This is an optimization exercise on Yosys and OpenROAD, whose aim is small area, not a production implementation. In this exercise RTL edits were held to simulation tests only and were not proved equivalent to the original. Power is estimated from default activity; no workload was simulated.

File: flow/config.mk
export PLATFORM = sky130hd
export DESIGN_NAME = top
export DESIGN_NICKNAME = top
export VERILOG_FILES = /design/flow/design.v
export SDC_FILE = /design/flow/constraint.sdc
export NUM_CORES = 4
export LEC_CHECK = 0
export ABC_AREA = 1
export CAP_MARGIN = 20
export CORE_MARGIN = 2
export CORE_UTILIZATION = 40
export SLEW_MARGIN = 20
export SYNTH_HIERARCHICAL = 1
File: flow/constraint.sdc
create_clock -name core_clock -period 50.0 [get_ports {clk}]
set_input_delay 10.0000 -clock core_clock [delete_from_list [all_inputs] [get_ports {clk}]]
set_output_delay 10.0000 -clock core_clock [all_outputs]
set_load 0.01 [all_outputs]
File: flow/design.v
module top (
    input clk,
    input rst,
    input up,
    input down,
    input raw_entry,
    input raw_exit,
    input [7:0] rate,
    output [6:0] seg_car,
    output [6:0] seg_cost1,
    output [6:0] seg_cost0,
    output full,
    output empty,
    output alarm
);
    reg [15:0] tm;
    reg [2:0] ph;
    always @(posedge clk or posedge rst) begin
        if (rst) begin
            ph <= 3'd4;
            tm <= 16'd0;
        end else begin
            ph <= ph + 3'd1;
            if (&ph) tm <= tm + 16'd1;
        end
    end
    reg e1, e2, ep, x1, x2, xp;
    always @(posedge clk or posedge rst) begin
        if (rst) begin
            e1 <= 1'b0; e2 <= 1'b0; ep <= 1'b0;
            x1 <= 1'b0; x2 <= 1'b0; xp <= 1'b0;
        end else begin
            e1 <= raw_entry; e2 <= e1; ep <= e1 & ~e2;
            x1 <= raw_exit;  x2 <= x1; xp <= x1 & ~x2;
        end
    end
    reg ae, ax, alarm_r;
    reg [1:0] cnt;
    wire is_full = &cnt;
    wire is_empty = ~|cnt;
    always @(posedge clk or posedge rst) begin
        if (rst) begin
            ae <= 1'b0; ax <= 1'b0; alarm_r <= 1'b0;
            cnt <= 2'd0;
        end else begin
            ae <= ep & ~is_full;
            ax <= xp & ~is_empty;
            alarm_r <= (ep & is_full) | (xp & is_empty);
            if (ae & ~ax & ~is_full) cnt <= cnt + 2'd1;
            else if (ax & ~ae & ~is_empty) cnt <= cnt - 2'd1;
        end
    end
    assign alarm = alarm_r;
    assign full = is_full;
    assign empty = is_empty;
    assign seg_car = (cnt == 2'd0) ? 7'b0000001 :
                     (cnt == 2'd1) ? 7'b1001111 :
                     (cnt == 2'd2) ? 7'b0010010 : 7'b0000110;
    reg [1:0] qc, hd, tl;
    reg [15:0] b0, b1, b2;
    reg [15:0] last;
    wire wr = ae & ~&qc;
    wire rd = ax & |qc;
    always @(posedge clk or posedge rst) begin
        if (rst) begin
            qc <= 2'd0; hd <= 2'd0; tl <= 2'd0;
            last <= 16'd0;
        end else begin
            if (wr) begin
                tl <= (tl == 2'd2) ? 2'd0 : tl + 2'd1;
                qc <= qc + 2'd1;
            end
            if (rd) begin
                last <= (hd == 2'd0) ? b0 : (hd == 2'd1) ? b1 : b2;
                hd <= (hd == 2'd2) ? 2'd0 : hd + 2'd1;
                qc <= qc - 2'd1;
            end
        end
    end
    always @(posedge clk) begin
        if (wr && tl == 2'd0) b0 <= tm;
        if (wr && tl == 2'd1) b1 <= tm;
        if (wr && tl == 2'd2) b2 <= tm;
    end
    wire [15:0] lastn = ~last;
    wire gs1, gc2;
    fa gu3 (.a(tm[0]), .b(lastn[0]), .c(1'b1), .s(gs1), .co(gc2));
    wire gs4, gc5;
    fa gu6 (.a(tm[1]), .b(lastn[1]), .c(gc2), .s(gs4), .co(gc5));
    wire gs7, gc8;
    fa gu9 (.a(tm[2]), .b(lastn[2]), .c(gc5), .s(gs7), .co(gc8));
    wire gs10, gc11;
    fa gu12 (.a(tm[3]), .b(lastn[3]), .c(gc8), .s(gs10), .co(gc11));
    wire gs13, gc14;
    fa gu15 (.a(tm[4]), .b(lastn[4]), .c(gc11), .s(gs13), .co(gc14));
    wire gs16, gc17;
    fa gu18 (.a(tm[5]), .b(lastn[5]), .c(gc14), .s(gs16), .co(gc17));
    wire gs19, gc20;
    fa gu21 (.a(tm[6]), .b(lastn[6]), .c(gc17), .s(gs19), .co(gc20));
    wire gs22, gc23;
    fa gu24 (.a(tm[7]), .b(lastn[7]), .c(gc20), .s(gs22), .co(gc23));
    wire gs25, gc26;
    fa gu27 (.a(tm[8]), .b(lastn[8]), .c(gc23), .s(gs25), .co(gc26));
    wire gs28, gc29;
    fa gu30 (.a(tm[9]), .b(lastn[9]), .c(gc26), .s(gs28), .co(gc29));
    wire gs31, gc32;
    fa gu33 (.a(tm[10]), .b(lastn[10]), .c(gc29), .s(gs31), .co(gc32));
    wire gs34, gc35;
    fa gu36 (.a(tm[11]), .b(lastn[11]), .c(gc32), .s(gs34), .co(gc35));
    wire gs37, gc38;
    fa gu39 (.a(tm[12]), .b(lastn[12]), .c(gc35), .s(gs37), .co(gc38));
    wire gs40, gc41;
    fa gu42 (.a(tm[13]), .b(lastn[13]), .c(gc38), .s(gs40), .co(gc41));
    wire gs43, gc44;
    fa gu45 (.a(tm[14]), .b(lastn[14]), .c(gc41), .s(gs43), .co(gc44));
    wire gs46, gc47;
    fa gu48 (.a(tm[15]), .b(lastn[15]), .c(gc44), .s(gs46), .co(gc47));
    wire ge = gc47;
    wire en = ax & ge;
    wire [7:0] rg = rate & {8{en}};
    wire gp49 = gs1 & rg[0];
    wire gp50 = gs4 & rg[0];
    wire gp51 = gs7 & rg[0];
    wire gp52 = gs10 & rg[0];
    wire gp53 = gs13 & rg[0];
    wire gp54 = gs16 & rg[0];
    wire gp55 = gs19 & rg[0];
    wire gp56 = gs22 & rg[0];
    wire gp57 = gs25 & rg[0];
    wire gp58 = gs28 & rg[0];
    wire gp59 = gs31 & rg[0];
    wire gp60 = gs34 & rg[0];
    wire gp61 = gs37 & rg[0];
    wire gp62 = gs40 & rg[0];
    wire gp63 = gs43 & rg[0];
    wire gp64 = gs46 & rg[0];
    wire gp65 = gs1 & rg[1];
    wire gp66 = gs4 & rg[1];
    wire gp67 = gs7 & rg[1];
    wire gp68 = gs10 & rg[1];
    wire gp69 = gs13 & rg[1];
    wire gp70 = gs16 & rg[1];
    wire gp71 = gs19 & rg[1];
    wire gp72 = gs22 & rg[1];
    wire gp73 = gs25 & rg[1];
    wire gp74 = gs28 & rg[1];
    wire gp75 = gs31 & rg[1];
    wire gp76 = gs34 & rg[1];
    wire gp77 = gs37 & rg[1];
    wire gp78 = gs40 & rg[1];
    wire gp79 = gs43 & rg[1];
    wire gp80 = gs1 & rg[2];
    wire gp81 = gs4 & rg[2];
    wire gp82 = gs7 & rg[2];
    wire gp83 = gs10 & rg[2];
    wire gp84 = gs13 & rg[2];
    wire gp85 = gs16 & rg[2];
    wire gp86 = gs19 & rg[2];
    wire gp87 = gs22 & rg[2];
    wire gp88 = gs25 & rg[2];
    wire gp89 = gs28 & rg[2];
    wire gp90 = gs31 & rg[2];
    wire gp91 = gs34 & rg[2];
    wire gp92 = gs37 & rg[2];
    wire gp93 = gs40 & rg[2];
    wire gp94 = gs1 & rg[3];
    wire gp95 = gs4 & rg[3];
    wire gp96 = gs7 & rg[3];
    wire gp97 = gs10 & rg[3];
    wire gp98 = gs13 & rg[3];
    wire gp99 = gs16 & rg[3];
    wire gp100 = gs19 & rg[3];
    wire gp101 = gs22 & rg[3];
    wire gp102 = gs25 & rg[3];
    wire gp103 = gs28 & rg[3];
    wire gp104 = gs31 & rg[3];
    wire gp105 = gs34 & rg[3];
    wire gp106 = gs37 & rg[3];
    wire gp107 = gs1 & rg[4];
    wire gp108 = gs4 & rg[4];
    wire gp109 = gs7 & rg[4];
    wire gp110 = gs10 & rg[4];
    wire gp111 = gs13 & rg[4];
    wire gp112 = gs16 & rg[4];
    wire gp113 = gs19 & rg[4];
    wire gp114 = gs22 & rg[4];
    wire gp115 = gs25 & rg[4];
    wire gp116 = gs28 & rg[4];
    wire gp117 = gs31 & rg[4];
    wire gp118 = gs34 & rg[4];
    wire gp119 = gs1 & rg[5];
    wire gp120 = gs4 & rg[5];
    wire gp121 = gs7 & rg[5];
    wire gp122 = gs10 & rg[5];
    wire gp123 = gs13 & rg[5];
    wire gp124 = gs16 & rg[5];
    wire gp125 = gs19 & rg[5];
    wire gp126 = gs22 & rg[5];
    wire gp127 = gs25 & rg[5];
    wire gp128 = gs28 & rg[5];
    wire gp129 = gs31 & rg[5];
    wire gp130 = gs1 & rg[6];
    wire gp131 = gs4 & rg[6];
    wire gp132 = gs7 & rg[6];
    wire gp133 = gs10 & rg[6];
    wire gp134 = gs13 & rg[6];
    wire gp135 = gs16 & rg[6];
    wire gp136 = gs19 & rg[6];
    wire gp137 = gs22 & rg[6];
    wire gp138 = gs25 & rg[6];
    wire gp139 = gs28 & rg[6];
    wire gp140 = gs1 & rg[7];
    wire gp141 = gs4 & rg[7];
    wire gp142 = gs7 & rg[7];
    wire gp143 = gs10 & rg[7];
    wire gp144 = gs13 & rg[7];
    wire gp145 = gs16 & rg[7];
    wire gp146 = gs19 & rg[7];
    wire gp147 = gs22 & rg[7];
    wire gp148 = gs25 & rg[7];
    wire gs149, gc150;
    ha gu151 (.a(gp50), .b(gp65), .s(gs149), .co(gc150));
    wire gs152, gc153;
    fa gu154 (.a(gp51), .b(gp66), .c(gp80), .s(gs152), .co(gc153));
    wire gs155, gc156;
    ha gu157 (.a(gc150), .b(gs152), .s(gs155), .co(gc156));
    wire gs158, gc159;
    fa gu160 (.a(gp52), .b(gp67), .c(gp81), .s(gs158), .co(gc159));
    wire gs161, gc162;
    fa gu163 (.a(gp94), .b(gc153), .c(gs158), .s(gs161), .co(gc162));
    wire gs164, gc165;
    ha gu166 (.a(gc156), .b(gs161), .s(gs164), .co(gc165));
    wire gs167, gc168;
    fa gu169 (.a(gp53), .b(gp68), .c(gp82), .s(gs167), .co(gc168));
    wire gs170, gc171;
    fa gu172 (.a(gp95), .b(gp107), .c(gc159), .s(gs170), .co(gc171));
    wire gs173, gc174;
    fa gu175 (.a(gs167), .b(gc162), .c(gs170), .s(gs173), .co(gc174));
    wire gs176, gc177;
    ha gu178 (.a(gc165), .b(gs173), .s(gs176), .co(gc177));
    wire gs179, gc180;
    fa gu181 (.a(gp54), .b(gp69), .c(gp83), .s(gs179), .co(gc180));
    wire gs182, gc183;
    fa gu184 (.a(gp96), .b(gp108), .c(gp119), .s(gs182), .co(gc183));
    wire gs185, gc186;
    fa gu187 (.a(gc168), .b(gs179), .c(gs182), .s(gs185), .co(gc186));
    wire gs188, gc189;
    fa gu190 (.a(gc171), .b(gs185), .c(gc174), .s(gs188), .co(gc189));
    wire gs191, gc192;
    ha gu193 (.a(gc177), .b(gs188), .s(gs191), .co(gc192));
    wire gs194, gc195;
    fa gu196 (.a(gp55), .b(gp70), .c(gp84), .s(gs194), .co(gc195));
    wire gs197, gc198;
    fa gu199 (.a(gp97), .b(gp109), .c(gp120), .s(gs197), .co(gc198));
    wire gs200, gc201;
    fa gu202 (.a(gp130), .b(gc180), .c(gc183), .s(gs200), .co(gc201));
    wire gs203, gc204;
    fa gu205 (.a(gs194), .b(gs197), .c(gc186), .s(gs203), .co(gc204));
    wire gs206, gc207;
    fa gu208 (.a(gs200), .b(gs203), .c(gc189), .s(gs206), .co(gc207));
    wire gs209, gc210;
    ha gu211 (.a(gc192), .b(gs206), .s(gs209), .co(gc210));
    wire gs212, gc213;
    fa gu214 (.a(gp56), .b(gp71), .c(gp85), .s(gs212), .co(gc213));
    wire gs215, gc216;
    fa gu217 (.a(gp98), .b(gp110), .c(gp121), .s(gs215), .co(gc216));
    wire gs218, gc219;
    fa gu220 (.a(gp131), .b(gp140), .c(gc195), .s(gs218), .co(gc219));
    wire gs221, gc222;
    fa gu223 (.a(gc198), .b(gs212), .c(gs215), .s(gs221), .co(gc222));
    wire gs224, gc225;
    fa gu226 (.a(gc201), .b(gs218), .c(gs221), .s(gs224), .co(gc225));
    wire gs227, gc228;
    fa gu229 (.a(gc204), .b(gs224), .c(gc207), .s(gs227), .co(gc228));
    wire gs230, gc231;
    ha gu232 (.a(gc210), .b(gs227), .s(gs230), .co(gc231));
    wire gs233, gc234;
    fa gu235 (.a(gp57), .b(gp72), .c(gp86), .s(gs233), .co(gc234));
    wire gs236, gc237;
    fa gu238 (.a(gp99), .b(gp111), .c(gp122), .s(gs236), .co(gc237));
    wire gs239, gc240;
    fa gu241 (.a(gp132), .b(gp141), .c(gc213), .s(gs239), .co(gc240));
    wire gs242, gc243;
    fa gu244 (.a(gc216), .b(gs233), .c(gs236), .s(gs242), .co(gc243));
    wire gs245, gc246;
    fa gu247 (.a(gc219), .b(gc222), .c(gs239), .s(gs245), .co(gc246));
    wire gs248, gc249;
    fa gu250 (.a(gs242), .b(gc225), .c(gs245), .s(gs248), .co(gc249));
    wire gs251, gc252;
    fa gu253 (.a(gs248), .b(gc228), .c(gc231), .s(gs251), .co(gc252));
    wire gs254, gc255;
    fa gu256 (.a(gp58), .b(gp73), .c(gp87), .s(gs254), .co(gc255));
    wire gs257, gc258;
    fa gu259 (.a(gp100), .b(gp112), .c(gp123), .s(gs257), .co(gc258));
    wire gs260, gc261;
    fa gu262 (.a(gp133), .b(gp142), .c(gc234), .s(gs260), .co(gc261));
    wire gs263, gc264;
    fa gu265 (.a(gc237), .b(gs254), .c(gs257), .s(gs263), .co(gc264));
    wire gs266, gc267;
    fa gu268 (.a(gc240), .b(gc243), .c(gs260), .s(gs266), .co(gc267));
    wire gs269, gc270;
    fa gu271 (.a(gs263), .b(gc246), .c(gs266), .s(gs269), .co(gc270));
    wire gs272, gc273;
    fa gu274 (.a(gc249), .b(gs269), .c(gc252), .s(gs272), .co(gc273));
    wire gs275, gc276;
    fa gu277 (.a(gp59), .b(gp74), .c(gp88), .s(gs275), .co(gc276));
    wire gs278, gc279;
    fa gu280 (.a(gp101), .b(gp113), .c(gp124), .s(gs278), .co(gc279));
    wire gs281, gc282;
    fa gu283 (.a(gp134), .b(gp143), .c(gc255), .s(gs281), .co(gc282));
    wire gs284, gc285;
    fa gu286 (.a(gc258), .b(gs275), .c(gs278), .s(gs284), .co(gc285));
    wire gs287, gc288;
    fa gu289 (.a(gc261), .b(gc264), .c(gs281), .s(gs287), .co(gc288));
    wire gs290, gc291;
    fa gu292 (.a(gs284), .b(gc267), .c(gs287), .s(gs290), .co(gc291));
    wire gs293, gc294;
    fa gu295 (.a(gc270), .b(gs290), .c(gc273), .s(gs293), .co(gc294));
    wire gs296, gc297;
    fa gu298 (.a(gp60), .b(gp75), .c(gp89), .s(gs296), .co(gc297));
    wire gs299, gc300;
    fa gu301 (.a(gp102), .b(gp114), .c(gp125), .s(gs299), .co(gc300));
    wire gs302, gc303;
    fa gu304 (.a(gp135), .b(gp144), .c(gc276), .s(gs302), .co(gc303));
    wire gs305, gc306;
    fa gu307 (.a(gc279), .b(gs296), .c(gs299), .s(gs305), .co(gc306));
    wire gs308, gc309;
    fa gu310 (.a(gc282), .b(gc285), .c(gs302), .s(gs308), .co(gc309));
    wire gs311, gc312;
    fa gu313 (.a(gs305), .b(gc288), .c(gs308), .s(gs311), .co(gc312));
    wire gs314, gc315;
    fa gu316 (.a(gc291), .b(gs311), .c(gc294), .s(gs314), .co(gc315));
    wire gs317, gc318;
    fa gu319 (.a(gp61), .b(gp76), .c(gp90), .s(gs317), .co(gc318));
    wire gs320, gc321;
    fa gu322 (.a(gp103), .b(gp115), .c(gp126), .s(gs320), .co(gc321));
    wire gs323, gc324;
    fa gu325 (.a(gp136), .b(gp145), .c(gc297), .s(gs323), .co(gc324));
    wire gs326, gc327;
    fa gu328 (.a(gc300), .b(gs317), .c(gs320), .s(gs326), .co(gc327));
    wire gs329, gc330;
    fa gu331 (.a(gc303), .b(gc306), .c(gs323), .s(gs329), .co(gc330));
    wire gs332, gc333;
    fa gu334 (.a(gs326), .b(gc309), .c(gs329), .s(gs332), .co(gc333));
    wire gs335, gc336;
    fa gu337 (.a(gc312), .b(gs332), .c(gc315), .s(gs335), .co(gc336));
    wire gs338, gc339;
    fa gu340 (.a(gp62), .b(gp77), .c(gp91), .s(gs338), .co(gc339));
    wire gs341, gc342;
    fa gu343 (.a(gp104), .b(gp116), .c(gp127), .s(gs341), .co(gc342));
    wire gs344, gc345;
    fa gu346 (.a(gp137), .b(gp146), .c(gc318), .s(gs344), .co(gc345));
    wire gs347, gc348;
    fa gu349 (.a(gc321), .b(gs338), .c(gs341), .s(gs347), .co(gc348));
    wire gs350, gc351;
    fa gu352 (.a(gc324), .b(gc327), .c(gs344), .s(gs350), .co(gc351));
    wire gs353, gc354;
    fa gu355 (.a(gs347), .b(gc330), .c(gs350), .s(gs353), .co(gc354));
    wire gs356, gc357;
    fa gu358 (.a(gc333), .b(gs353), .c(gc336), .s(gs356), .co(gc357));
    wire gs359, gc360;
    fa gu361 (.a(gp63), .b(gp78), .c(gp92), .s(gs359), .co(gc360));
    wire gs362, gc363;
    fa gu364 (.a(gp105), .b(gp117), .c(gp128), .s(gs362), .co(gc363));
    wire gs365, gc366;
    fa gu367 (.a(gp138), .b(gp147), .c(gc339), .s(gs365), .co(gc366));
    wire gs368, gc369;
    fa gu370 (.a(gc342), .b(gs359), .c(gs362), .s(gs368), .co(gc369));
    wire gs371, gc372;
    fa gu373 (.a(gc345), .b(gc348), .c(gs365), .s(gs371), .co(gc372));
    wire gs374, gc375;
    fa gu376 (.a(gs368), .b(gc351), .c(gs371), .s(gs374), .co(gc375));
    wire gs377, gc378;
    fa gu379 (.a(gc354), .b(gs374), .c(gc357), .s(gs377), .co(gc378));
    wire gx380 = gp64 ^ gp79;
    wire gx381 = gp93 ^ gp106;
    wire gx382 = gp118 ^ gp129;
    wire gx383 = gp139 ^ gp148;
    wire gx384 = gx380 ^ gx381;
    wire gx385 = gx382 ^ gx383;
    wire gx386 = gc360 ^ gc363;
    wire gx387 = gx384 ^ gx385;
    wire gx388 = gx386 ^ gx387;
    wire gx389 = gc366 ^ gc369;
    wire gx390 = gx388 ^ gx389;
    wire gx391 = gc372 ^ gx390;
    wire gx392 = gx391 ^ gc375;
    wire gx393 = gx392 ^ gc378;
    wire gi394 = ~gs230;
    wire gi395 = ~gs335;
    wire gi396 = ~gs356;
    wire gi397 = ~gs377;
    wire gi398 = ~gx393;
    wire gs399, gc400;
    fa gu401 (.a(gs155), .b(gs272), .c(gi395), .s(gs399), .co(gc400));
    wire gs402, gc403;
    fa gu404 (.a(gs164), .b(gi394), .c(gs251), .s(gs402), .co(gc403));
    wire gs405, gc406;
    fa gu407 (.a(gs272), .b(gs293), .c(gi396), .s(gs405), .co(gc406));
    wire gs408, gc409;
    fa gu410 (.a(gc400), .b(gs402), .c(gs405), .s(gs408), .co(gc409));
    wire gs411, gc412;
    fa gu413 (.a(gs176), .b(gs251), .c(gs293), .s(gs411), .co(gc412));
    wire gs414, gc415;
    fa gu416 (.a(gs314), .b(gi397), .c(gc403), .s(gs414), .co(gc415));
    wire gs417, gc418;
    fa gu419 (.a(gc406), .b(gs411), .c(gc409), .s(gs417), .co(gc418));
    wire gs420, gc421;
    ha gu422 (.a(gs414), .b(gs417), .s(gs420), .co(gc421));
    wire gs423, gc424;
    fa gu425 (.a(gs191), .b(gs251), .c(gs314), .s(gs423), .co(gc424));
    wire gs426, gc427;
    fa gu428 (.a(gi398), .b(gc412), .c(gs423), .s(gs426), .co(gc427));
    wire gs429, gc430;
    fa gu431 (.a(gc415), .b(gs426), .c(gc418), .s(gs429), .co(gc430));
    wire gs432, gc433;
    ha gu434 (.a(gc421), .b(gs429), .s(gs432), .co(gc433));
    wire gs435, gc436;
    fa gu437 (.a(gs209), .b(gi394), .c(gc424), .s(gs435), .co(gc436));
    wire gs438, gc439;
    fa gu440 (.a(gc427), .b(gs435), .c(gc430), .s(gs438), .co(gc439));
    wire gs441, gc442;
    ha gu443 (.a(gc433), .b(gs438), .s(gs441), .co(gc442));
    wire gs444, gc445;
    fa gu446 (.a(gc436), .b(gc439), .c(gc442), .s(gs444), .co(gc445));
    wire [6:0] s = {gc445, gs444, gs441, gs432, gs420, gs408, gs399};
    wire [1:0] xl = {gs149, gp49};
    wire [4:0] t;
    wire [2:0] q, r;
    wire [7:0] u;
    wire [6:0] tn;
    tab_mod25 u_mod25 (.i(s), .o(t));
    tab_qr u_qr (.i(t), .o({q, r}));
    tab_units u_units (.i({r, xl}), .o(u));
    tab_tens u_tens (.i({q, u[7]}), .o(tn));
    wire [13:0] segs = {tn, u[6:0]};
    assign seg_cost1 = segs[13:7];
    assign seg_cost0 = segs[6:0];
endmodule
module fa (input a, input b, input c, output s, output co);
    assign s = a ^ b ^ c;
    assign co = (a & b) | (c & (a ^ b));
endmodule
module ha (input a, input b, output s, output co);
    assign s = a ^ b;
    assign co = a & b;
endmodule
module tab_mod25 (input [6:0] i, output [4:0] o);
    wire g_new_n13;
    wire g_new_n14;
    wire g_new_n15;
    wire g_new_n16;
    wire g_new_n17;
    wire g_new_n18;
    wire g_new_n19;
    wire g_new_n20;
    wire g_new_n21;
    wire g_new_n22;
    wire g_new_n23;
    wire g_new_n24;
    wire g_new_n25;
    wire g_new_n26;
    wire g_new_n27;
    wire g_new_n28;
    wire g_new_n29;
    wire g_new_n30;
    wire g_new_n31;
    wire g_new_n32;
    wire g_new_n33;
    wire g_new_n34;
    wire g_new_n35;
    wire g_new_n36;
    wire g_new_n38;
    wire g_new_n39;
    wire g_new_n40;
    wire g_new_n41;
    wire g_new_n42;
    wire g_new_n43;
    wire g_new_n44;
    wire g_new_n45;
    wire g_new_n46;
    wire g_new_n47;
    wire g_new_n48;
    wire g_new_n49;
    wire g_new_n50;
    wire g_new_n51;
    wire g_new_n52;
    wire g_new_n53;
    wire g_new_n54;
    wire g_new_n55;
    wire g_new_n56;
    wire g_new_n57;
    wire g_new_n58;
    wire g_new_n60;
    wire g_new_n61;
    wire g_new_n62;
    wire g_new_n63;
    wire g_new_n64;
    wire g_new_n65;
    wire g_new_n66;
    wire g_new_n67;
    wire g_new_n68;
    wire g_new_n69;
    wire g_new_n70;
    wire g_new_n71;
    wire g_new_n72;
    wire g_new_n73;
    wire g_new_n74;
    wire g_new_n75;
    wire g_new_n76;
    wire g_new_n77;
    wire g_new_n79;
    wire g_new_n80;
    wire g_new_n81;
    wire g_new_n82;
    wire g_new_n83;
    wire g_new_n84;
    wire g_new_n85;
    wire g_new_n86;
    wire g_new_n87;
    wire g_new_n88;
    wire g_new_n89;
    wire g_new_n90;
    wire g_new_n92;
    wire g_new_n93;
    wire g_new_n94;
    wire g_new_n95;
    wire g_new_n96;
    wire g_new_n97;
    wire g_new_n98;
    wire g_new_n99;
    wire g_new_n100;
    wire g_new_n101;
    assign g_new_n13 = (~i[6]);
    assign g_new_n14 = (~i[2]&~g_new_n13);
    assign g_new_n15 = (~i[1]);
    assign g_new_n16 = (~i[0]);
    assign g_new_n17 = (~g_new_n15&~g_new_n16);
    assign g_new_n18 = (~i[5]);
    assign g_new_n19 = (~i[4]&~g_new_n18);
    assign g_new_n20 = (~g_new_n17) | (~g_new_n19);
    assign g_new_n21 = (~i[4]);
    assign g_new_n22 = (~i[5]&~g_new_n21);
    assign g_new_n23 = (~g_new_n22);
    assign g_new_n24 = (~g_new_n17&~g_new_n23) | (~g_new_n20);
    assign g_new_n25 = (~i[2]&~i[1]);
    assign g_new_n26 = (~g_new_n25);
    assign g_new_n27 = (~i[0]&~g_new_n26);
    assign g_new_n28 = (~g_new_n18&~g_new_n27) | (~i[4]);
    assign g_new_n29 = (~i[1]&~i[0]);
    assign g_new_n30 = (~g_new_n29);
    assign g_new_n31 = (~i[2]&~g_new_n30) | (~g_new_n19);
    assign g_new_n32 = (~g_new_n28&~g_new_n14) | (~g_new_n28&~g_new_n24) | (~g_new_n13&~g_new_n14) | (~g_new_n31&~g_new_n14) | (~g_new_n13&~g_new_n24) | (~g_new_n31&~g_new_n24);
    assign g_new_n33 = (~i[6]&~g_new_n21);
    assign g_new_n34 = (~i[4]&~g_new_n13);
    assign g_new_n35 = (~g_new_n26&~g_new_n33) | (~g_new_n34&~g_new_n33);
    assign g_new_n36 = (~g_new_n18&~g_new_n25) | (~i[3]);
    assign o[4] = (~i[3]&~g_new_n32) | (~g_new_n35&~g_new_n36);
    assign g_new_n38 = (~i[2]);
    assign g_new_n39 = (~i[0]&~g_new_n21) | (~i[1]);
    assign g_new_n40 = (~i[3]);
    assign g_new_n41 = (~g_new_n21&~g_new_n40);
    assign g_new_n42 = (~i[4]&~i[3]);
    assign g_new_n43 = (~g_new_n42&~g_new_n41) | (~i[6]);
    assign g_new_n44 = (~g_new_n38&~g_new_n43) | (~g_new_n39&~g_new_n43);
    assign g_new_n45 = (~g_new_n34) | (~i[3]) | (~g_new_n25);
    assign g_new_n46 = (~i[0]&~g_new_n15);
    assign g_new_n47 = (~i[3]&~i[2]);
    assign g_new_n48 = (~g_new_n46) | (~i[4]) | (~g_new_n47);
    assign g_new_n49 = (~g_new_n40) | (~i[4]);
    assign g_new_n50 = (~i[6]&~g_new_n49) | (~g_new_n18);
    assign g_new_n51 = (~i[2]&~g_new_n50) | (~g_new_n17&~g_new_n50) | (~g_new_n42&~g_new_n50);
    assign g_new_n52 = (~g_new_n51) | (~g_new_n45) | (~g_new_n48);
    assign g_new_n53 = (~g_new_n44&~g_new_n52);
    assign g_new_n54 = (~g_new_n17);
    assign g_new_n55 = (~g_new_n16&~g_new_n41) | (~g_new_n13);
    assign g_new_n56 = (~i[3]&~g_new_n26&~g_new_n55) | (~g_new_n16&~g_new_n26&~g_new_n55);
    assign g_new_n57 = (~i[6]&~i[4]&~g_new_n40&~g_new_n27);
    assign g_new_n58 = (~g_new_n54&~g_new_n57&~g_new_n56) | (~g_new_n34&~g_new_n57&~g_new_n56) | (~g_new_n47&~g_new_n57&~g_new_n56);
    assign o[3] = (~g_new_n58&~g_new_n53) | (~i[5]&~g_new_n53);
    assign g_new_n60 = (~g_new_n33&~g_new_n54&~i[2]) | (~g_new_n33&~g_new_n34&~i[2]) | (~g_new_n29&~g_new_n54&~i[2]) | (~g_new_n29&~g_new_n34&~i[2]);
    assign g_new_n61 = (~g_new_n30&~g_new_n38) | (~g_new_n33&~g_new_n38);
    assign g_new_n62 = (~i[3]&~g_new_n61&~g_new_n60);
    assign g_new_n63 = (~i[2]&~g_new_n27) | (~g_new_n17&~g_new_n27);
    assign g_new_n64 = (~i[6]&~g_new_n38);
    assign g_new_n65 = (~g_new_n64) | (~g_new_n21) | (~i[0]);
    assign g_new_n66 = (~i[6]&~g_new_n40&~g_new_n63) | (~g_new_n65);
    assign g_new_n67 = (~g_new_n66&~g_new_n62) | (~i[5]);
    assign g_new_n68 = (~g_new_n42);
    assign g_new_n69 = (~i[6]&~g_new_n68) | (~i[2]);
    assign g_new_n70 = (~i[6]&~g_new_n69) | (~g_new_n39&~g_new_n69);
    assign g_new_n71 = (~g_new_n41) | (~g_new_n14) | (~g_new_n16);
    assign g_new_n72 = (~g_new_n14&~g_new_n64) | (~g_new_n15);
    assign g_new_n73 = (~g_new_n16&~g_new_n68);
    assign g_new_n74 = (~g_new_n73) | (~g_new_n13) | (~g_new_n38) | (~i[1]);
    assign g_new_n75 = (~g_new_n74) | (~g_new_n71) | (~g_new_n72);
    assign g_new_n76 = (~g_new_n70&~g_new_n75) | (~g_new_n18);
    assign g_new_n77 = (~g_new_n46) | (~g_new_n64) | (~g_new_n49);
    assign o[2] = (~g_new_n67) | (~g_new_n76) | (~g_new_n77);
    assign g_new_n79 = (~g_new_n21&~g_new_n47) | (~g_new_n18);
    assign g_new_n80 = (~i[0]&~g_new_n42);
    assign g_new_n81 = (~i[2]&~g_new_n80);
    assign g_new_n82 = (~g_new_n81&~g_new_n55) | (~g_new_n79);
    assign g_new_n83 = (~i[6]&~i[5]);
    assign g_new_n84 = (~i[1]&~g_new_n83);
    assign g_new_n85 = (~g_new_n82) | (~g_new_n84);
    assign g_new_n86 = (~g_new_n19) | (~g_new_n47);
    assign g_new_n87 = (~g_new_n47&~g_new_n23) | (~g_new_n86);
    assign g_new_n88 = (~g_new_n42&~g_new_n87) | (~g_new_n42&~i[6]) | (~g_new_n83&~g_new_n87) | (~g_new_n83&~i[6]);
    assign g_new_n89 = (~g_new_n16&~g_new_n41) | (~i[5]);
    assign g_new_n90 = (~i[5]&~g_new_n68) | (~g_new_n13) | (~i[1]) | (~g_new_n89);
    assign o[1] = (~g_new_n17&~g_new_n29&~g_new_n88) | (~g_new_n90) | (~g_new_n85);
    assign g_new_n92 = (~g_new_n41&~g_new_n25) | (~g_new_n16&~g_new_n25);
    assign g_new_n93 = (~g_new_n25&~g_new_n92) | (~g_new_n80&~g_new_n92);
    assign g_new_n94 = (~g_new_n47&~g_new_n18) | (~g_new_n16&~g_new_n18);
    assign g_new_n95 = (~i[5]&~i[0]) | (~g_new_n21);
    assign g_new_n96 = (~g_new_n16&~g_new_n47);
    assign g_new_n97 = (~g_new_n47);
    assign g_new_n98 = (~g_new_n15&~g_new_n97) | (~i[0]&~g_new_n97);
    assign g_new_n99 = (~g_new_n96&~g_new_n23&~g_new_n98) | (~g_new_n94&~g_new_n95);
    assign g_new_n100 = (~g_new_n80&~g_new_n73);
    assign g_new_n101 = (~g_new_n83&~g_new_n99) | (~g_new_n83&~i[6]) | (~g_new_n100&~g_new_n99) | (~g_new_n100&~i[6]);
    assign o[0] = (~g_new_n18&~g_new_n55&~g_new_n93) | (~g_new_n101);
endmodule
module tab_qr (input [4:0] i, output [5:0] o);
    wire g_new_n12;
    wire g_new_n13;
    wire g_new_n14;
    wire g_new_n15;
    wire g_new_n16;
    wire g_new_n17;
    wire g_new_n18;
    wire g_new_n20;
    wire g_new_n21;
    wire g_new_n23;
    wire g_new_n24;
    wire g_new_n25;
    wire g_new_n26;
    wire g_new_n27;
    wire g_new_n29;
    wire g_new_n30;
    wire g_new_n31;
    wire g_new_n32;
    wire g_new_n33;
    wire g_new_n34;
    wire g_new_n35;
    wire g_new_n37;
    wire g_new_n38;
    wire g_new_n39;
    wire g_new_n40;
    wire g_new_n42;
    wire g_new_n43;
    assign g_new_n12 = (~i[2]);
    assign g_new_n13 = (~i[1]);
    assign g_new_n14 = (~i[0]);
    assign g_new_n15 = (~g_new_n13) | (~g_new_n14) | (~i[3]);
    assign g_new_n16 = (~i[4]);
    assign g_new_n17 = (~i[3]&~g_new_n16);
    assign g_new_n18 = (~i[4]&~g_new_n17) | (~g_new_n12&~g_new_n17);
    assign o[5] = (~g_new_n12&~g_new_n18) | (~g_new_n15&~g_new_n18);
    assign g_new_n20 = (~i[2]&~i[1]) | (~i[3]) | (~g_new_n16);
    assign g_new_n21 = (~g_new_n17) | (~g_new_n12);
    assign o[4] = (~g_new_n21) | (~g_new_n20);
    assign g_new_n23 = (~g_new_n13) | (~i[3]);
    assign g_new_n24 = (~i[3]&~g_new_n13);
    assign g_new_n25 = (~i[0]&~g_new_n24) | (~g_new_n16) | (~g_new_n23);
    assign g_new_n26 = (~i[4]&~g_new_n23);
    assign g_new_n27 = (~g_new_n17&~g_new_n26) | (~g_new_n12);
    assign o[3] = (~g_new_n12&~g_new_n25) | (~g_new_n27);
    assign g_new_n29 = (~g_new_n24);
    assign g_new_n30 = (~g_new_n14&~g_new_n29) | (~g_new_n15);
    assign g_new_n31 = (~g_new_n30) | (~i[4]) | (~g_new_n12);
    assign g_new_n32 = (~i[2]&~g_new_n14);
    assign g_new_n33 = (~g_new_n26) | (~g_new_n32);
    assign g_new_n34 = (~i[0]&~g_new_n12);
    assign g_new_n35 = (~g_new_n29) | (~g_new_n16) | (~g_new_n23) | (~g_new_n34);
    assign o[2] = (~g_new_n31) | (~g_new_n33) | (~g_new_n35);
    assign g_new_n37 = (~g_new_n32&~i[1]) | (~i[4]&~i[1]);
    assign g_new_n38 = (~g_new_n32) | (~i[4]) | (~i[1]);
    assign g_new_n39 = (~g_new_n34&~i[3]) | (~g_new_n16&~i[3]);
    assign g_new_n40 = (~g_new_n39) | (~g_new_n38);
    assign o[1] = (~i[4]&~g_new_n23&~g_new_n32) | (~g_new_n37&~g_new_n40);
    assign g_new_n42 = (g_new_n32) | (g_new_n34);
    assign g_new_n43 = (~g_new_n17&~g_new_n26&~g_new_n42);
    assign o[0] = (~g_new_n25&~g_new_n43) | (~g_new_n42&~g_new_n43);
endmodule
module tab_units (input [4:0] i, output [7:0] o);
    wire g_new_n14;
    wire g_new_n15;
    wire g_new_n16;
    wire g_new_n17;
    wire g_new_n18;
    wire g_new_n19;
    wire g_new_n20;
    wire g_new_n22;
    wire g_new_n23;
    wire g_new_n24;
    wire g_new_n25;
    wire g_new_n26;
    wire g_new_n27;
    wire g_new_n28;
    wire g_new_n29;
    wire g_new_n31;
    wire g_new_n32;
    wire g_new_n33;
    wire g_new_n35;
    wire g_new_n36;
    wire g_new_n37;
    wire g_new_n38;
    wire g_new_n40;
    wire g_new_n41;
    wire g_new_n42;
    wire g_new_n45;
    assign g_new_n14 = (~i[3]);
    assign g_new_n15 = (~i[2]);
    assign g_new_n16 = (~g_new_n14) | (~g_new_n15) | (~i[4]);
    assign g_new_n17 = (~i[4]);
    assign g_new_n18 = (~i[2]&~i[1]);
    assign g_new_n19 = (~g_new_n18);
    assign g_new_n20 = (~g_new_n19) | (~g_new_n17);
    assign o[7] = (~g_new_n14&~g_new_n20) | (~g_new_n16);
    assign g_new_n22 = (~i[0]);
    assign g_new_n23 = (~i[1]&~g_new_n14);
    assign g_new_n24 = (~i[4]&~g_new_n15);
    assign g_new_n25 = (~g_new_n23);
    assign g_new_n26 = (~g_new_n14) | (~i[1]);
    assign g_new_n27 = (~g_new_n25) | (~g_new_n22) | (~g_new_n24) | (~g_new_n26);
    assign g_new_n28 = (~i[4]&~i[2]);
    assign g_new_n29 = (~g_new_n26) | (~g_new_n28);
    assign o[6] = (~g_new_n22&~g_new_n23&~g_new_n29) | (~g_new_n27);
    assign g_new_n31 = (~g_new_n25) | (~g_new_n24) | (~g_new_n26);
    assign g_new_n32 = (~g_new_n17&~g_new_n18) | (~i[1]&~g_new_n18);
    assign g_new_n33 = (~g_new_n14) | (~g_new_n22);
    assign o[5] = (~g_new_n28&~g_new_n33&~g_new_n32) | (~g_new_n22&~g_new_n31);
    assign g_new_n35 = (~g_new_n28) | (~i[1]);
    assign g_new_n36 = (~i[1]);
    assign g_new_n37 = (~i[0]&~g_new_n14);
    assign g_new_n38 = (~g_new_n24) | (~g_new_n37) | (~g_new_n36);
    assign o[4] = (~g_new_n33&~g_new_n35) | (~g_new_n38);
    assign g_new_n40 = (~g_new_n14) | (~i[0]);
    assign g_new_n41 = (~g_new_n40&~g_new_n32);
    assign g_new_n42 = (~i[2]&~g_new_n36) | (~g_new_n41);
    assign o[3] = (~g_new_n14&~g_new_n22&~g_new_n35) | (~g_new_n27) | (~g_new_n42);
    assign o[2] = (~g_new_n22&~g_new_n20) | (~g_new_n19&~g_new_n40) | (~g_new_n31);
    assign g_new_n45 = (~i[3]&~g_new_n41) | (~g_new_n36&~g_new_n41) | (~g_new_n24&~g_new_n41);
    assign o[1] = (~g_new_n35&~g_new_n37) | (~g_new_n45);
    assign o[0] = (~g_new_n36&~g_new_n16) | (~g_new_n29) | (~g_new_n42);
endmodule
module tab_tens (input [3:0] i, output [6:0] o);
    wire g_new_n12;
    wire g_new_n13;
    wire g_new_n14;
    wire g_new_n15;
    wire g_new_n16;
    wire g_new_n17;
    wire g_new_n19;
    wire g_new_n20;
    wire g_new_n21;
    wire g_new_n24;
    wire g_new_n26;
    assign g_new_n12 = (~i[2]);
    assign g_new_n13 = (~i[0]);
    assign g_new_n14 = (~g_new_n12&~g_new_n13);
    assign g_new_n15 = (~i[3]);
    assign g_new_n16 = (~i[1]);
    assign g_new_n17 = (~i[2]&~i[0]) | (~g_new_n15) | (~g_new_n16);
    assign o[6] = (~g_new_n14&~g_new_n17);
    assign g_new_n19 = (~i[1]&~i[0]) | (~g_new_n15);
    assign g_new_n20 = (~i[1]&~g_new_n12) | (~i[0]&~g_new_n12);
    assign g_new_n21 = (~g_new_n20);
    assign o[5] = (~g_new_n19&~g_new_n21);
    assign o[4] = (~i[3]&~i[2]&~i[0]&~g_new_n16);
    assign g_new_n24 = (~g_new_n14) | (~g_new_n15) | (~i[1]);
    assign o[3] = (~g_new_n17&~g_new_n14) | (~g_new_n24);
    assign g_new_n26 = (~g_new_n16) | (~i[2]);
    assign o[2] = (~g_new_n26&~i[3]) | (~g_new_n13&~i[3]);
    assign o[1] = (~g_new_n19&~g_new_n20);
    assign o[0] = (~i[2]&~i[1]) | (~g_new_n24);
endmodule
File: flow/run.sh
#!/bin/bash
# synth_recipe.tcl (not shown) runs the flow's synth.tcl, then flattens the netlist and writes it again
# the make line also repeats each setting of config.mk as NAME=value (left out here)
make -C /OpenROAD-flow-scripts/flow DESIGN_CONFIG=/design/flow/config.mk WORK_HOME=/design/flow/orfs CLKGATE_MAP_FILE= SYNTH_SCRIPT=/design/flow/synth_recipe.tcl finish
==> flow_summary.yaml <==
setup_path:
  critPathArrivalTime_ns: 22.93
  required_ns: 40.00
  crit_top_cell: "fa_1"
  worst_path_largest_cell_delay_ns: 0.58
  cp-end-kind: "output port"
  path_class: "input port to output port"
  critPathMaxFanout: 15
  start_kind: "input port"
  cp_slowest_cell: "fa_1"
finish:
  n_fill_cell: 1900
  nets: 1016
  syn2layout_area_growth_pct: 10.6
  diodes: 0
  regArea_sq_um: 2740
  drive_above_1_share_pct: 5.95
  fin_cells: 1139
  multi_input_area_sq_um: 4760
drt:
  first_iter_violations: 369
  ant_nets: 0
  dr.pass1.iters: 5
  routed_via_density: 5.04
  route.detailed.drc: 0
  drt-wirelength-per-cell_um: 14.7
  wirelength_mm: 16.8
  num_vias: 5739
yosys:
  syn_area_per_cell_sq_um: 9.49
  synth_area_leaders: "fa_1 (25%), edfxtp_1 (18%), dfrtp_1 (16%), nand2_1 (6.5%), nor2_1 (6.4%)"
  synth-edff-count: 48
  ys_warn_count: 7
  synthesis.nets: 992
  synth_flop_cell: "dfrtp_1"
  synthesis.area_sq_um: 8020
  yosysMostFrequentCell: "nand2_1"
  synth.top_cell.area_share_pct: 24.7
  syn_inst: 845
  synth_seq_area_share_pct: 34.2
  synth_commonest_cells: "nand2_1 (138), nor2_1 (136), inv_1 (100), fa_1 (99), nand3_1 (65)"
  synth_area_leader_cell: "fa_1"
  async_flop_share_pct: 52.0
  ys_ff_latch: 100
  synth_cell_types: 43
clock_network:
  clkTransAtPathRegs_ns: 0.06
  hold_buffers: 0
  cts-root-buf: "clkbuf_16"
  cts_sinks: 100
  cts_resized: 0
  cts.path.max_buffers: 2
  clkLatencyLatePin_ns: 0.34
  cts_made_buffers: 9
  post_cts_buffers: 0
  cts_tree: "done"
  cts_max_level: 3
floorplanning:
  die_area_sq_um: 21200
  dieHeight_um: 146
  start_util_pct: 40.9
  core_sq_um: 19600
  io_pins: 38
  die_w_um: 146
  row_count: 51
grt:
  gr-usage-all-layers_pct: 16.5
  grt_max_degree: 53
  grt_pass1_wl_mm: 28.5
  grt_pass1_vias: 5696
  antenna_found_initial: 0
  grt.overflow.total: 0
sta:
  fin_crit_ns: 32.93
  hold_ws_ns: 0.374
  setup-violations-final: 0
  finalSetupTns_ns: 0
  hold_viol: 0
  max_freq_mhz: 30.4
  slew_viol_final: 0
  worst_pin_slew_ns: 1.05
  maxSlewHeadroom_pct: 29.8
  rsz0062_at_grt: "no"
  skew_ns: 0.00548
  fin_crit_sh_pct: 65.9
place:
  dpl.cell_count: 1123
  io_buffers: 34
  hpwlAfterDp_mm: 12.6
  gp_congestion: 0.832
pwr:
  switching_share_pct: 37.1
  p_per_area_nw_per_um2: 28.5
  leakagePower_uw: 0.00421
  p_comb_share_pct: 33.2
  p_clk_share_pct: 24.0
  p_int_uw: 159
  p_switching_uw: 93.9
  p_seq_share_pct: 42.8
  peakVddDrop_mv: 0.0279
flow_run:
  maxCapViolations: 0
hold_path:
  min_path_type: "register to register"
run_status:
  status: "timing/DRC/antenna clean"
==> power by group through the flow <==
stage / sequential, uW / combinational [uW] / clock (uW)
after CTS: 108 / 84.9 / 62.3
after global routing: 110 / 94.3 / 65.2
after global placement: 110 / 84.4 / 0
final: 108 / 83.9 / 60.7
after floorplan: 105 / 56.2 / 0
after detailed placement: 110 / 84.5 / 0
==> placed cells by master, fill, tap and decap left out, types with 3 or more instances in the layout <==
cell and instances:
dfrtp_1 51, edfxtp_1 48, xnor2_1 8, nor2_1 136, o31ai_1 3, clkbuf_16 9, ha_1 34, a21oi_1 25
nor2_4 5, inv_2 11, nand2_2 3, xor2_1 13, nor2_2 5, clkdlybuf4s50_1 34, nor3_4 3, clkbuf_1 4
o21ai_1 6, o21ai_0 13, nand3b_1 4, nand4_1 12, fa_1 99, inv_1 99, nand3_1 65, a32oi_1 16
nand2_1 138
==> path summary, 6_finish.rpt <==
kind	from	to	slack (ns)	cells past startpoint
min reg2reg	x1$_DFF_PP0_	x2$_DFF_PP0_	0.37	0
max	rate[1]	seg_cost1[6]	17.07	52
min in group asynchronous	rst	e1$_DFF_PP0_	10.16	3
min	x1$_DFF_PP0_	x2$_DFF_PP0_	0.37	0
max reg2reg	qc[1]$_DFFE_PP0P_	b1[3]$_DFFE_PP_	47.91	3
max in group asynchronous	rst	tm[2]$_DFFE_PP0P_	39.36	3
==> cells by family (layout without fill, tap and decap cells) <==
family / after synthesis / after routing / share of synthesized area, %
AOI/OAI and AO/OA: 75 / 75 / 5.93
and+or+nand+nor: 378 / 378 / 20.4
other: 2 / 2 / 0.0937
adders and majority gates: 133 / 133 / 30.0
muxes: 1 / 1 / 0.140
xor gates and xnor gates: 21 / 21 / 2.29
DFF: 100 / 100 / 34.2
buffers and inverters: 135 / 164 / 6.85
==> final cells by class <==
type / count / share of cell area (%)
Clock buffer: 13 / 2.71
Clock inverter: 3 / 0.155
Inverter: 112 / 4.77
Multi-Input combinational cell: 610 / 53.7
Sequential cell: 100 / 30.9
Tap cell: 265 / 3.74
Timing Repair Buffer: 36 / 4.01
==> per-module statistics from Yosys, one instance, submodules excluded <==
module     cells inside  area (sq um)  flops+latches  times used
tab_tens             22          95.1              0           1
top                 505          4700            100           1
ha                    1          12.5              0          10
tab_mod25           128           704              0           1
tab_units            41           206              0           1
fa                    1          20.0              0          99
tab_qr               40           206              0           1
==> per-layer routing <==
metal	global-route usage [%]	wire length (um)
met2	27.7	8190
met5	0	0
met4	6.13	359
met1	22.6	7750
met3	1.41	492
==> worst max-delay path, delay by kind of cell <==
kind | cells | cell delay [ns]
XOR/XNOR | 1 | 0.15
AO/OA/AOI/OAI | 2 | 0.61
buffers and inverters | 8 | 1.68
adder cells (fa/ha/maj) | 21 | 8.17
AND/OR/NAND/NOR | 20 | 2.30
==> registers in the layout (all words and copies together), names as in the netlist <==
| register | cells |
|---|---|
| last | 16 |
| tm | 16 |
| e1 | 1 |
| ae | 1 |
| x2 | 1 |
| qc | 2 |
| e2 | 1 |
| hd | 2 |
| tl | 2 |
| b0 | 16 |
| xp | 1 |
| ax | 1 |
| ph | 3 |
| alarm_r | 1 |
| x1 | 1 |
| ep | 1 |
| b1 | 16 |
| b2 | 16 |
| cnt | 2 |
==> through the flow <==
stage | power (uW) | util, % | cell area (sq um) | setup WS (ns)
final | 253 | 45.3 | 8870 | 17.07
after global routing | 269 | 45.3 | 8870 | 16.41
after CTS | 256 | 45.3 | 8870 | 17.07
after detailed placement | 194 | 44.0 | 8610 | 17.08
after global placement | 194 | 44.0 | 8610 | 17.11
after floorplan | 162 | - | 8020 | 19.30

what the ideal ports hide:
How much do the figures lean on ideal ports? The routed layout below was timed once more, with nothing changed but the port constraints. Step 1, drivers: a clkbuf_16 drives clk and a buf_2 each remaining input, both assumed. Step 2 also shifts input and output timing later by t, the mid clock arrival at the registers, as if the neighbouring blocks saw the same clock. Slacks: no drivers / after step 1 / after step 2; pairs: no drivers / after step 1.
t (ns): 0.378
setup WS [ns]: 17.070 / 17.040 / 17.040
worst hold slack (ns): 0.374 / 0.374 / 0.374
latest minus earliest clock arrival (ns): 0.007 / 0.007
cell pins on the clock port's net: 1
After both steps this run still meets setup and hold. For this run, drivers alone change the setup slack by -0.030 ns; drivers and shift together by -0.030 ns.
